From an optimization exercise on the open Yosys and OpenROAD flow, aimed at small area and a short achievable clock period; shortcuts taken in it are not production practice.
No functional check of the RTL was part of any run shown here.
Power is estimated from default activity; no workload was simulated.

==> flow/design.v, too long to show whole: its modules and the start of the top module <==
// module systolic_2x2: 73 lines
// module pe: 33 lines
// module mul32_pipe: 1624 lines
// module pfx_add64pg: 453 lines
// module pfx_add65: 457 lines
// module pfx_add32x: 198 lines
// module fa3: 4 lines
// module ha2: 4 lines
module systolic_2x2 #(parameter DATA_TYPE = 3'b011) (
    input clk,
    input rst,
    input load_in,
    input [31:0] row_in_row0, row_in_row1,
    input [31:0] col_in_col0, col_in_col1,
    output [63:0] result_row00, result_row01, result_row10, result_row11,
    output carry_00, carry_01, carry_10, carry_11,
    output reg done,
    output reg valid_op
);
  // ...
==> flow/flow/run.sh <==
#!/bin/bash
# Own layout flow: the standard flow, except that synthesis keeps the prefix
# adder modules (pfx_add*) and the tree's full/half adder modules (fa3, ha2)
# apart until the end, and maps the prefix adders with a delay-oriented ABC
# script. Everything else, including every register, is the standard
# synthesis; the design is flattened before it is written out.
set -euo pipefail
W=$(pwd)
F=$W/flow
KEEP="pfx_add32x pfx_add64pg pfx_add65 fa3 ha2"
# same make call as standard.sh, with our synthesis script in place of synth_recipe.tcl
sed -e "s#SYNTH_SCRIPT=[^ ]*synth_recipe.tcl#SYNTH_SCRIPT=$W/my_synth.tcl#" \
    -e "s#CLKGATE_MAP_FILE= #CLKGATE_MAP_FILE= 'SYNTH_KEEP_MODULES=$KEEP' #" standard.sh > my_standard.sh
grep -q "SYNTH_SCRIPT=$W/my_synth.tcl" my_standard.sh
grep -q "SYNTH_KEEP_MODULES=" my_standard.sh
sed "s#@FLOW_SYNTH@#$W/synth_recipe.tcl#" $F/my_synth.tcl.in > $W/my_synth.tcl
export MY_ABC_SCRIPT=$F/adder.abc
export MY_ABC_MODS="pfx_add*"
bash my_standard.sh synth > $W/synth.log 2>&1
bash standard.sh finish > $W/layout.log 2>&1
test -f out/final.def
==> flow/flow/adder.abc <==
strash
dch
map -D 1600
buffer -c
topo
upsize -c
dnsize -c
==> flow/flow/my_synth.tcl.in <==
# synth_recipe.tcl, with ABC run first on the adder modules with another script
proc abc {args} {
  set i [lsearch -exact $args -script]
  set fast $args
  lset fast [expr {$i + 1}] $::env(MY_ABC_SCRIPT)
  puts "own flow: abc with $::env(MY_ABC_SCRIPT) on $::env(MY_ABC_MODS)"
  yosys abc {*}$fast {*}$::env(MY_ABC_MODS)
  yosys abc {*}$args
}
source @FLOW_SYNTH@
==> flow/standard.sh <==
#!/bin/bash
# synth_recipe.tcl (not shown) runs the flow's synth.tcl, then flattens the netlist and writes it again
# the make line also repeats each setting of config.mk as NAME=value (left out here)
make -C /OpenROAD-flow-scripts/flow DESIGN_CONFIG=/design/flow/config.mk WORK_HOME=/design/flow/orfs CLKGATE_MAP_FILE= SYNTH_SCRIPT=/design/flow/synth_recipe.tcl "${@:-finish}"
==> flow/config.mk <==
export PLATFORM = sky130hd
export DESIGN_NAME = systolic_2x2
export DESIGN_NICKNAME = systolic_2x2
export VERILOG_FILES = /design/flow/design.v
export SDC_FILE = /design/flow/constraint.sdc
export NUM_CORES = 8
export LEC_CHECK = 0
export CAP_MARGIN = 20
export CELL_PAD_IN_SITES_DETAIL_PLACEMENT = 1
export CORE_MARGIN = 2
export CORE_UTILIZATION = 35
export CTS_CLUSTER_DIAMETER = 70
export CTS_CLUSTER_SIZE = 24
export PLACE_DENSITY = 0.5
export SETUP_SLACK_MARGIN = 2.2
export SLEW_MARGIN = 60
==> flow/constraint.sdc <==
create_clock -name core_clock -period 5.0 [get_ports {clk}]
set_input_delay 1.0000 -clock core_clock [delete_from_list [all_inputs] [get_ports {clk}]]
set_output_delay 1.0000 -clock core_clock [all_outputs]
set_load 0.01 [all_outputs]
==> run notes, run 1 <==
* Start point of the critical path: pe00.pe_result[16]
* NetSw at 41.13 mW
* Met3 WL post-DR at 44920 um
* Final antenna-violating net count at 0
* Avg WL per Cell at 23.06 um
* Post-route cell area at 288400 um2
* Worst reg2reg path startpoint: pe00.pe_result[16]
* Hold buffers post-CTS at 0
* GR Layer Usage met3 at 3.446%
* CP Class: reg -> reg
* Top Consumer: registers
* Ys Warns at 6
* Deepest clock path buffer count at 4
* Global Route met1 Usage at 25.33%
* Filler Cell Count at 76710
* Largest net degree at the start of global routing at 80
* Total GRT Usage at 18.70%
* Max-cap violations at 0
* Peak VDD IR at 0.3451 mV
* Area occupied by multi-input gates at 105500 um2
* Core area at 730800 um2
* Sw Ratio at 31.35%
* Layout cells sized above 1 at 18.30%
* Hold WS at 0.2862 ns
* Worst setup SP type: flop
* CTS sink count at 6822
* Final cycle utilization of the critical path at 57.06%
* Fmax at 350.5 MHz
* Power per cell area at 455.0 nW/um2
* Inverters at 1467
* Status: timing/DRC/antenna clean
* Routed WL at 717300 um
* Avg Cell Area, Syn at 12.13 um2
* Setup WS pre-CTS at 1.662 ns
* Clock Tree Root: clkbuf_16
* CTS Buf Count at 449
* Initial antenna violation count at 37
* Number of vias per cell at 5.033
* Met2 wire length at 326100 um
* Delay-heaviest family, CP: compound AO/OA/AOI/OAI gates
* Combinational gate power at 26.1 mW
* Final Util at 39.46%
* Global-route wire length before repair at 1070000 um
* # diodes at 13
* Worst Path Max Fanout at 8
==> run 2, diff against run 1 <==
==> flow/flow/run.sh (replaced) <==
#!/bin/bash
# Own layout flow: the standard flow, except in synthesis:
#  - the prefix adder modules (pfx_add*) and the tree's full/half adder modules
#    (fa3, ha2) are kept apart until the design is flattened at the end;
#  - ABC maps the accumulator adder, the other prefix adders and the rest of the
#    design with the scripts named in MY_ABC_PLAN / MY_ABC_MAIN below.
# Every register, and everything after synthesis, is the standard flow's.
set -euo pipefail
W=$(pwd)
F=$W/flow
KEEP="pfx_add32x pfx_add64pg pfx_add65 fa3 ha2"
# same make call as standard.sh, with our synthesis script in place of synth_recipe.tcl
sed -e "s#SYNTH_SCRIPT=[^ ]*synth_recipe.tcl#SYNTH_SCRIPT=$W/my_synth.tcl#" \
    -e "s#CLKGATE_MAP_FILE= #CLKGATE_MAP_FILE= 'SYNTH_KEEP_MODULES=$KEEP' #" standard.sh > my_standard.sh
grep -q "SYNTH_SCRIPT=$W/my_synth.tcl" my_standard.sh
grep -q "SYNTH_KEEP_MODULES=" my_standard.sh
sed "s#@FLOW_SYNTH@#$W/synth_recipe.tcl#" $F/my_synth.tcl.in > $W/my_synth.tcl
export MY_FLOW=$F
export MY_ABC_PLAN="adder_fast.abc pfx_add65 adder.abc pfx_add*"
export MY_ABC_MAIN=main.abc
bash my_standard.sh synth > $W/synth.log 2>&1
bash standard.sh finish > $W/layout.log 2>&1
test -f out/final.def
==> flow/flow/adder_fast.abc (new file) <==
strash
dch
map
buffer -c
topo
upsize -c
dnsize -c
==> flow/flow/main.abc (new file) <==
strash
dch
map -D 2000
buffer -c
topo
upsize -c
dnsize -c
==> flow/flow/my_synth.tcl.in (replaced) <==
# synth_recipe.tcl, with other ABC scripts: the prefix adders first (the
# accumulator's with its own script), then the rest of the design
proc abc {args} {
  set i [lsearch -exact $args -script]
  foreach {script mods} $::env(MY_ABC_PLAN) {
    set a $args
    lset a [expr {$i + 1}] $::env(MY_FLOW)/$script
    puts "own flow: abc with $script on $mods"
    yosys abc {*}$a {*}$mods
  }
  set a $args
  lset a [expr {$i + 1}] $::env(MY_FLOW)/$::env(MY_ABC_MAIN)
  puts "own flow: abc with $::env(MY_ABC_MAIN) on the rest"
  yosys abc {*}$a
}
source @FLOW_SYNTH@
==> run 2 against run 1 <==
Net effect: still clean on timing, DRC and antenna; global-route usage is 2.6 points higher; combinational power hardly changed; synthesized area is 0.81% lower; non-clock buffer count is 222 lower; maximum frequency is 1.1% lower; die area is 0.81% lower; final cell count is 7.9% higher; critical path depth is 11 lower; power is 0.33% lower; flip-flop and latch count stayed put; routed wire length is 13% higher; critical endpoint is now pe11.mul.r2_fs259; highest routed layer unchanged.
==> run notes, run 2 <==
* Avg Cell Area, Syn at 10.72 um2 (was 12.13 um2)
* Initial antenna violation count at 66 (was 37)
* Fmax at 346.6 MHz (was 350.5 MHz)
* Final cycle utilization of the critical path at 57.70% (was 57.06%)
* Measured slew at the worst slew-check pin at 0.6729 ns (was 0.6686 ns)
* Metal1 wirelength at 332900 um (was 321500 um)
* Period minus WS final at 2.885 ns (was 2.853 ns)
* Most frequent cells in the layout: 6043 x dfxtp_1, 2464 x a22oi_1, 2216 x nand2_1 (was 6067 x dfxtp_1, 1657 x xnor2_1, 1503 x nand2_1)
* Final antenna-violating net count at 0 (unchanged)
* Row cnt at 313 (was 314)
* Drt first pass iters at 8 (was 6)
* Die X at 856.8 um (was 860.3 um)
* Crit path required time at 5.93 ns (was 5.98 ns)
* Clock transition at the registers of the reported paths at 0.09 ns (about the same)
* Port bufs at 392 (unchanged)
* Avg WL per Cell at 24.14 um (was 23.06 um)
* Worst setup SP type: flop (unchanged)
* Area Overhead vs Synth at 11.88% (was 12.37%)
* Worst Path Max Fanout at 10 (was 8)
* Hold Crit Class: reg -> reg (was in -> reg)
* Top Ports at 393 (unchanged)
* Global-route wire length before repair at 1195000 um (was 1070000 um)
* Starting Density at 35.07% (was 35.12%)
* Slew margin rel. at 55.14% (was 55.43%)
* Max-cap violations at 0 (unchanged)
* Die footprint at 734100 um2 (was 740000 um2)
* Placed standard-cell area at 267400 um2 (was 268900 um2)
* Setup WS pre-CTS at 1.836 ns (was 1.662 ns)
* Ys Warns at 6 (unchanged)
* Routed WL at 810500 um (was 717300 um)
* Post-route cell area at 284800 um2 (was 288400 um2)
* 1st-iter DRT viols at 16130 (was 11120)
* Vias at 173800 (was 156600)
* Gr ovfl total at 0 (unchanged)
* Hpwl dp at 566200 um (was 490900 um)
* CTS Buf Count at 433 (was 449)
* DIE HEIGHT at 856.8 um (was 860.3 um)
* Deepest clock path buffer count at 4 (unchanged)
* Met2 wire length at 363100 um (was 326100 um)
* Clock Tree Root: clkbuf_16 (unchanged)
* Core area at 725700 um2 (was 730800 um2)
* Setup violators final at 0 (unchanged)
* Met3 WL post-DR at 73580 um (was 44920 um)
* Max Clock Skew at 0.06323 ns (was 0.07219 ns)
* RSZ-0062 raised after global routing: yes (unchanged)
* Number of vias per cell at 5.177 (was 5.033)
* Worst path arrival time at 3.82 ns (was 3.83 ns)
* CTS tree: built (unchanged)
* Final Util at 39.24% (was 39.46%)
* Status: timing/DRC/antenna clean (unchanged)
* Uppermost routed layer: met5 (unchanged)
* Post-route setup slack at 2.115 ns (was 2.147 ns)
* Vias in the first global route at 182200 (was 164200)
* Placed insts at 32710 (was 30100)
* Commonest non-fill, non-tap cell in the layout: dfxtp_1 (unchanged)
* Power per cell area at 459.2 nW/um2 (was 455.0 nW/um2)
* Gpl congestion at 0.9028 (was 0.8476)
* Leakage power at 124.8 nW (was 114.7 nW)
* CP Class: reg -> reg (unchanged)
* Peak VDD IR at 0.3788 mV (was 0.3451 mV)
* Nets at 25480 (was 22960)
* H-tree depth at 5 (unchanged)
* DRC at 0 (unchanged)
* Crit path capture type: flop (unchanged)
* Final max-slew violation count at 0 (unchanged)
* Layout cells sized above 1 at 10.58% (was 18.30%)
* Mapped Area at 254500 um2 (was 256600 um2)
* Clock latency on the worst-skew pair at 1.07 ns (about the same)
* Final Total Pwr at 130.8 mW (was 131.2 mW)
* Cell count after synthesis at 23750 (was 21160)
* Largest net degree at the start of global routing at 80 (unchanged)
* Hold WS at 0.2874 ns (was 0.2862 ns)
* Fin cells at 33570 (was 31110)
* Total GRT Usage at 21.28% (was 18.70%)
* Fin Setup TNS at 0 ns (unchanged)
* CTS sink count at 6822 (unchanged)
* Final hold vios at 0 (unchanged)
[run 2: final timing paths]
| kind | startpoint | end | slack, ns | cells past startpoint |
|---|---|---|---|---|
| max | pe11.mul.t3r[15] | pe11.mul.r2_fs259 | 2.11 | 5 |
| min reg2reg | pe10.mul.db5[5] | pe10.mul.db6[5] | 0.29 | 0 |
| max reg2reg | pe11.mul.t3r[15] | pe11.mul.r2_fs259 | 2.11 | 5 |
| min | pe10.mul.db5[5] | pe10.mul.db6[5] | 0.29 | 0 |
[run 2: critical path: stages (launching register included)]
cell and delay, ns:
dfxtp_1 0.38, clkinv_1 0.51, o221ai_1 0.58, xor2_1 0.15, fa_1 0.68, fa_1 0.46
[run 2: what timing repair did]
| action | in CTS | in global routing |
|---|---|---|
| pin swaps | 9 | 43 |
| buffers inserted | 48 | 37 |
| setup endpoints to repair | 462 | 318 |
| resized for setup | 1362 | 127 |
| gates cloned | 0 | 3 |
| hold buffers | 0 | 0 |
[run 2: layout make-up]
class | count | area [um2]
flip-flops and latches | 6822 | 139500
clock inverters | 238 | 3700
fillers | 78530 | 440900
inverters | 2032 | 7720
well taps | 9607 | 12020
clock buffers | 495 | 11360
diodes | 20 | 50.05
repair buffers | 806 | 7553
multi-input cells | 13550 | 102900
[run 2: per-layer routing]
metal | up-vias | GRT usage, %
met2 | 7535 | 34.09
met3 | 2235 | 5.772
met1 | 85830 | 27.08
met5 | - | 0
met4 | 30 | 9.056
li1 | 78160 | -
[run 2: power breakdown]
part           total (mW)  internal (mW)  switching, mW
Sequential           65.5           60.1           5.40
Combinational        26.4           10.8           15.6
Clock                38.8           18.3           20.5
Total                 131           89.2           41.6
==> run 3, diff against run 2 <==
==> flow/flow/main.abc (replaced) <==
strash
dch
map -D 2400
topo
dnsize -c
==> run 3 against run 2 <==
Net effect: still clean; setup slack better by 0.0097 ns; power up 0.68%; clock skew up 0.040 ns.
==> run notes, run 3 <==
* Power per cell area at 460.7 nW/um2 (was 459.2 nW/um2)
* Hpwl dp at 536200 um (was 566200 um)
* Slew margin rel. at 51.13% (was 55.14%)
* Seq pwr share at 49.6% (was 50.1%)
* Clock transition at the registers of the reported paths at 0.08 ns (was 0.09 ns)
* Deepest clock path buffer count at 4 (unchanged)
* Core area at 707100 um2 (was 725700 um2)
* Max Clock Skew at 0.1030 ns (was 0.06323 ns)
* Worst path cell trace: clkinv_1 -> buf_4 -> o221ai_1 -> xor2_1 -> fa_1 -> fa_1 (was clkinv_1 -> o221ai_1 -> xor2_1 -> fa_1 -> fa_1)
* Period minus WS final at 2.876 ns (was 2.885 ns)
* Final max-slew violation count at 0 (unchanged)
* Critical Path End: pe10.mul.r2_fs245 (was pe11.mul.r2_fs259)
* Die footprint at 715300 um2 (was 734100 um2)
* Worst reg2reg path startpoint: pe10.mul.ta[13] (was pe11.mul.t3r[15])
* Routed WL at 791000 um (was 810500 um)
* Clock latency on the worst-skew pair at 1.12 ns (was 1.07 ns)
* DRC at 0 (unchanged)
* Cell count after synthesis at 22390 (was 23750)
* Hold Crit Class: in -> reg (was reg -> reg)
* Global-route wire length before repair at 1176000 um (was 1195000 um)
* CTS tree: built (unchanged)
* 1st-iter DRT viols at 15310 (was 16130)
* Ys Warns at 6 (unchanged)
* Starting Density at 35.07% (about the same)
* Hold buffers post-CTS at 0 (unchanged)
* Avg Cell Area, Syn at 11.07 um2 (was 10.72 um2)
* Final antenna-violating net count at 0 (unchanged)
* Crit path capture type: flop (unchanged)
* DIE HEIGHT at 845.7 um (was 856.8 um)
* Start point of the critical path: pe10.mul.ta[13] (was pe11.mul.t3r[15])
* Hold WS at 0.2187 ns (was 0.2874 ns)
* Fin Setup TNS at 0 ns (unchanged)
* Setup violators final at 0 (unchanged)
* Clk pwr share at 30.4% (was 29.7%)
* Mapped Area at 248000 um2 (was 254500 um2)
* Peak VDD IR at 0.5131 mV (was 0.3788 mV)
* Most frequent cells in the layout: 6018 x dfxtp_1, 2464 x a22oi_1, 2217 x nand2_1 (was 6043 x dfxtp_1, 2464 x a22oi_1, 2216 x nand2_1)
* Worst R2R End: pe10.mul.r2_fs245 (was pe11.mul.r2_fs259)
* Most frequent CP cell: fa_1 (unchanged)
* Worst path arrival time at 3.85 ns (was 3.82 ns)
* Worst path slowest cell: fa_1 (unchanged)
* Vias in the first global route at 182300 (was 182200)
* CTS Buf Count at 450 (was 433)
* CP Class: reg -> reg (unchanged)
* Layout cells sized above 1 at 11.02% (was 10.58%)
* Nets at 25550 (was 25480)
* Vias at 173600 (was 173800)
* Fmax at 347.8 MHz (was 346.6 MHz)
* Worst setup SP type: flop (unchanged)
* Gr ovfl total at 0 (unchanged)
* RSZ-0062 raised after global routing: yes (unchanged)
* Total GRT Usage at 21.44% (was 21.28%)
* Status: timing/DRC/antenna clean (unchanged)
* Min-delay src: load_in (was pe10.mul.db5[5])
* Gate power share at 20.1% (was 20.2%)
* Number of vias per cell at 5.195 (was 5.177)
* Worst Path Max Fanout at 12 (was 10)
* Final cycle utilization of the critical path at 57.51% (was 57.70%)
* Area Overhead vs Synth at 15.23% (was 11.88%)
* P_int at 89.59 mW (was 89.19 mW)
* H-tree depth at 5 (unchanged)
* Reg2Reg Depth at 6 (was 5)
* CTS sink count at 6822 (unchanged)
* NetSw at 42.05 mW (was 41.57 mW)
* Leakage power at 123.6 nW (was 124.8 nW)
* FF-to-FF setup slack at 2.12 ns (was 2.11 ns)
* Clock Tree Root: clkbuf_16 (unchanged)
* Row cnt at 309 (was 313)
* Largest net degree at the start of global routing at 95 (was 80)
* Sw Ratio at 31.94% (was 31.79%)
* Commonest non-fill, non-tap cell in the layout: dfxtp_1 (unchanged)
* Drt first pass iters at 24 (was 8)
* Gpl congestion at 0.9582 (was 0.9028)
* Crit-path max cell delay at 0.60 ns (was 0.68 ns)
* Max-cap violations at 0 (unchanged)
* Die X at 845.7 um (was 856.8 um)
* Crit path required time at 5.97 ns (was 5.93 ns)
* Top Ports at 393 (unchanged)
* Measured slew at the worst slew-check pin at 0.7320 ns (was 0.6729 ns)
* Port bufs at 392 (unchanged)
* Initial antenna violation count at 71 (was 66)
* Avg WL per Cell at 23.68 um (was 24.14 um)
* Final hold vios at 0 (unchanged)
[run 3: cell count changes in the layout (fill, tap and decap cells not counted), sizes merged]
cell / change
clkdlybuf4s50: -2
bufinv: -6
buf: +51
dlygate4sd2: -3
inv: -874
clkinv: +905
diode: +8
clkdlybuf4s15: +10
o21ai: -1
clkbuf: +24
[run 3: how the worst min path moves through the flow]
stage	end	slack, ns	cells past startpoint
floorplan	pe00.mul.da10[0]	0.31	0
global route	vld[0]	0.18	3
detailed placement	pe00.mul.da12[12]	0.31	0
CTS	vld[0]	0.12	3
finish	vld[0]	0.22	3
global placement	pe00.mul.db3[20]	0.31	0
[run 3: per-stage QoR]
step	setup slack (ns)	area (um2)	total power, mW	util, %	cells
final	2.124	285800	131.6	40.41	33400
after global routing	2.169	285700	139.5	40.40	33380
after CTS	1.926	284300	133.2	40.21	33320
after detailed placement	1.658	267100	92.52	37.77	32440
after global placement	1.586	265900	91.71	37.60	32400
after floorplan	1.888	248400	80.02	-	22470
[run 3: layout make-up]
cell class / instances / area (um2)
clock inverters: 263 / 4041
flip-flops and latches: 6822 / 139600
inverters: 2032 / 7739
multi-input cells: 13550 / 102700
clock buffers: 515 / 11740
fillers: 76320 / 421400
diodes: 28 / 70.07
repair buffers: 866 / 8193
well taps: 9330 / 11670
[run 3: what timing repair did]
item                                     CTS  global route
cloned                                     0             2
pin swaps                                 10            38
buffers inserted                         104            36
gates resized for setup                 1421           127
endpoints found under the setup margin   494           259
[run 3: critical path, delay by kind of cell (launching register included)]
kind / cells / cell delay (ns)
AOI/OAI and AO/OA: 1 / 0.54
xor gates and xnor gates: 1 / 0.21
adders and majority gates: 2 / 1.01
buffers and inverters: 2 / 0.53
DFF: 1 / 0.46
[run 3: routing by layer]
| metal | share of wire [%] | vias up | track usage [%] |
|---|---|---|---|
| li1 | - | 78470 | - |
| met1 | 41 | 85440 | 27.17 |
| met2 | 45 | 7349 | 34.64 |
| met3 | 8.5 | 2250 | 5.086 |
| met4 | 5.3 | 36 | 9.933 |
| met5 | 0.045 | - | 0.1521 |
[run 3: power groups by stage]
stage	clock network, mW	registers (mW)	logic, mW
2_1_floorplan	0	64.2	15.8
3_3_place_gp	0	66.4	25.3
3_5_place_dp	0	66.4	26.1
4_1_cts	41.6	65.1	26.5
5_1_grt	43.7	65.6	30.2
6_report	40.0	65.2	26.4
==> run 4, diff against run 3 <==
--- a/flow/flow/run.sh
+++ b/flow/flow/run.sh
@@ -16,7 +16,7 @@
 grep -q "SYNTH_KEEP_MODULES=" my_standard.sh
 sed "s#@FLOW_SYNTH@#$W/synth_recipe.tcl#" $F/my_synth.tcl.in > $W/my_synth.tcl
 export MY_FLOW=$F
-export MY_ABC_PLAN="adder_fast.abc pfx_add65 adder.abc pfx_add*"
+export MY_ABC_PLAN="adder_fast.abc pfx_add65 adder_fast.abc pfx_add32x adder.abc pfx_add*"
 export MY_ABC_MAIN=main.abc
 bash my_standard.sh synth > $W/synth.log 2>&1
 bash standard.sh finish > $W/layout.log 2>&1
==> flow/flow/main.abc (replaced) <==
strash
dch
map -D 2000
buffer -c
topo
upsize -c
dnsize -c
--- a/flow/config.mk
+++ b/flow/config.mk
@@ -12,5 +12,5 @@
 export CTS_CLUSTER_DIAMETER = 70
 export CTS_CLUSTER_SIZE = 24
 export PLACE_DENSITY = 0.5
-export SETUP_SLACK_MARGIN = 2.2
+export SETUP_SLACK_MARGIN = 2.3
 export SLEW_MARGIN = 60
==> run 4 against run 3 <==
Net effect: still clean; setup slack better by 0.17 ns; sequential share of layout area is 0.60 points lower; final cell count is 2.3% higher; synthesized area is 3.4% higher; die area is 3.3% higher; maximum frequency is 6.4% higher; largest power group unchanged.
==> run notes, run 4 <==
* Status: timing/DRC/antenna clean (unchanged)
* Max Clock Skew at 0.09258 ns (was 0.1030 ns)
* Measured slew at the worst slew-check pin at 0.6669 ns (was 0.7320 ns)
* Post-route cell area at 289700 um2 (was 285800 um2)
* Setup violators final at 0 (unchanged)
* Starting Density at 35.10% (was 35.07%)
* Crit-path max cell delay at 0.55 ns (was 0.60 ns)
* CTS Buf Count at 454 (was 450)
* Final cycle utilization of the critical path at 54.04% (was 57.51%)
* Row cnt at 314 (was 309)
* Final hold vios at 0 (unchanged)
* Initial antenna violation count at 58 (was 71)
* Final antenna-violating net count at 0 (unchanged)
* Placed insts at 33070 (was 32440)
* Worst setup SP type: flop (unchanged)
* Hold Crit Class: reg -> reg (was in -> reg)
* Fmax at 370.1 MHz (was 347.8 MHz)
* CP Class: reg -> reg (unchanged)
* FF-to-FF setup slack at 2.30 ns (was 2.12 ns)
* Clock latency on the worst-skew pair at 1.09 ns (was 1.12 ns)
* Crit path capture type: flop (unchanged)
* Commonest non-fill, non-tap cell in the layout: dfxtp_1 (unchanged)
* H-tree depth at 5 (unchanged)
* Worst path slowest cell: fa_1 (unchanged)
* Hold depth at 0 (was 3)
* Top Ports at 393 (unchanged)
* Setup WS pre-CTS at 1.824 ns (was 1.658 ns)
* Cell count after synthesis at 24090 (was 22390)
* Total GRT Usage at 21.18% (was 21.44%)
* Routed WL at 812700 um (was 791000 um)
* RSZ-0062 raised after global routing: yes (unchanged)
* Drt first pass iters at 7 (was 24)
* Buf+Inv Stages, Crit Path at 1 (was 2)
* Number of vias per cell at 5.170 (was 5.195)
* Clock Tree Root: clkbuf_16 (unchanged)
* Reg2Reg Depth at 6 (unchanged)
* Power per cell area at 455.4 nW/um2 (was 460.7 nW/um2)
* Gpl congestion at 0.9151 (was 0.9582)
* Worst Path Max Fanout at 21 (was 12)
* DIE HEIGHT at 859.8 um (was 845.7 um)
* Vias at 176700 (was 173600)
* Avg WL per Cell at 23.78 um (was 23.68 um)
* Period minus WS final at 2.702 ns (was 2.876 ns)
* Most frequent CP cell: fa_1 (unchanged)
* Final max-slew violation count at 0 (unchanged)
* Avg Cell Area, Syn at 10.64 um2 (was 11.07 um2)
* Die footprint at 739200 um2 (was 715300 um2)
* Slew margin rel. at 55.54% (was 51.13%)
* Worst path cell trace: buf_4 -> a22oi_1 -> nand2_1 -> xor2_1 -> fa_1 -> fa_1 (was clkinv_1 -> buf_4 -> o221ai_1 -> xor2_1 -> fa_1 -> fa_1)
* Placed standard-cell area at 269000 um2 (was 267100 um2)
* Hold WS at 0.2625 ns (was 0.2187 ns)
* Fin cells at 34180 (was 33400)
* Area Overhead vs Synth at 13.03% (was 15.23%)
* Crit path required time at 5.94 ns (was 5.97 ns)
* Die X at 859.8 um (was 845.7 um)
* Port bufs at 392 (unchanged)
* Worst path arrival time at 3.64 ns (was 3.85 ns)
* Most frequent cells in the layout: 6023 x dfxtp_1, 2464 x a22oi_1, 2366 x nand2_1 (was 6018 x dfxtp_1, 2464 x a22oi_1, 2217 x nand2_1)
* Leakage power at 127.5 nW (was 123.6 nW)
* CTS sink count at 6822 (unchanged)
* Max-cap violations at 0 (unchanged)
* Mapped Area at 256300 um2 (was 248000 um2)
* CTS tree: built (unchanged)
* DRC at 0 (unchanged)
* Post-route setup slack at 2.298 ns (was 2.124 ns)
* Clock transition at the registers of the reported paths at 0.09 ns (was 0.08 ns)
* Vias in the first global route at 183900 (was 182300)
* 1st-iter DRT viols at 16370 (was 15310)
* Delay-heaviest family, CP: adder cells (unchanged)
* Layout cells sized above 1 at 12.04% (was 11.02%)
* Final Total Pwr at 131.9 mW (was 131.6 mW)
* Ys Warns at 6 (unchanged)
* Largest net degree at the start of global routing at 75 (was 95)
* Hpwl dp at 563300 um (was 536200 um)
* Global-route wire length before repair at 1201000 um (was 1176000 um)
* Nets at 26040 (was 25550)
* WP depth at 6 (unchanged)
* Final Util at 39.67% (was 40.41%)
* Core area at 730400 um2 (was 707100 um2)
* Peak VDD IR at 0.5010 mV (was 0.5131 mV)
* Deepest clock path buffer count at 4 (unchanged)
* Fin Setup TNS at 0 ns (unchanged)
* Gr ovfl total at 0 (unchanged)
-- run 4: layer usage --
layer / global-route usage (%) / wire length, um / vias to the layer above
met5: 0 / 186 / -
met4: 8.949 / 40030 / 22
met3: 4.707 / 66800 / 2119
met1: 27.82 / 342400 / 87320
li1: - / - / 79910
met2: 33.67 / 363400 / 7341
-- run 4: cell type report --
cell class | count | area [um2]
Clock buffer | 503 | 11830
Clock inverter | 267 | 3901
Timing Repair Buffer | 1005 | 9311
Antenna cell | 25 | 62.56
Fill cell | 79140 | 440600
Inverter | 2060 | 7824
Tap cell | 9638 | 12060
Sequential cell | 6822 | 139800
Multi-Input combinational cell | 13860 | 105000
-- run 4: power by group --
group / switching (mW) / internal [mW]
combinational: 15.9 / 11.1
clock: 21.3 / 18.8
sequential: 4.89 / 60.0
total: 42.1 / 89.9
-- run 4: timing repair --
item | 4_1_cts | 5_1_grt
gates cloned | 2 | 2
hold buffers | 0 | 0
setup endpoints to repair | 601 | 462
pin swaps | 24 | 73
buffers inserted | 233 | 74
gates resized for setup | 1875 | 246
-- run 4: path summary, 6_finish.rpt --
path	from	to
worst max-delay path	pe10.mul.ta[28]	pe10.mul.r2_fs311
worst min-delay path	pe00.mul.da4[13]	pe00.mul.da5[13]
worst max register to register	pe10.mul.ta[28]	pe10.mul.r2_fs311
worst min register to register	pe00.mul.da4[13]	pe00.mul.da5[13]

==> port drivers added, routing unchanged <==
In the flow no input, the clock included, has a driving cell. The finished layouts below were timed again as built, in two steps.
Step 1, drivers: a clkbuf_16 drives clk and a buf_2 each remaining input, both assumed.
Step 2, shift: input delay + t, output delay - t, t = (earliest + latest rising clock arrival at the registers) / 2. This alone moves slack from input paths to output paths.
a / b / c = ideal ports / drivers / drivers and shift; a / b = the first two.
run	t, ns	setup WS [ns]	latest minus earliest clock arrival (ns)	slew at the worst register clock pin (ns)	pins driven straight from the clock port
run 1	1.176	2.147 / 2.144 / 1.730	0.095 / 0.095	0.09 / 0.09	1
run 2	1.187	2.115 / 2.115 / 1.853	0.088 / 0.088	0.10 / 0.10	1
run 3	1.206	2.124 / 2.124 / 1.628	0.125 / 0.125	0.09 / 0.09	1
run 4	1.191	2.298 / 2.229 / 1.807	0.106 / 0.106	0.10 / 0.10	1
After both steps setup and hold are still met in every run listed. For run 3, which loses most, drivers alone change the setup slack by 0.000 ns; drivers and shift together by -0.496 ns.
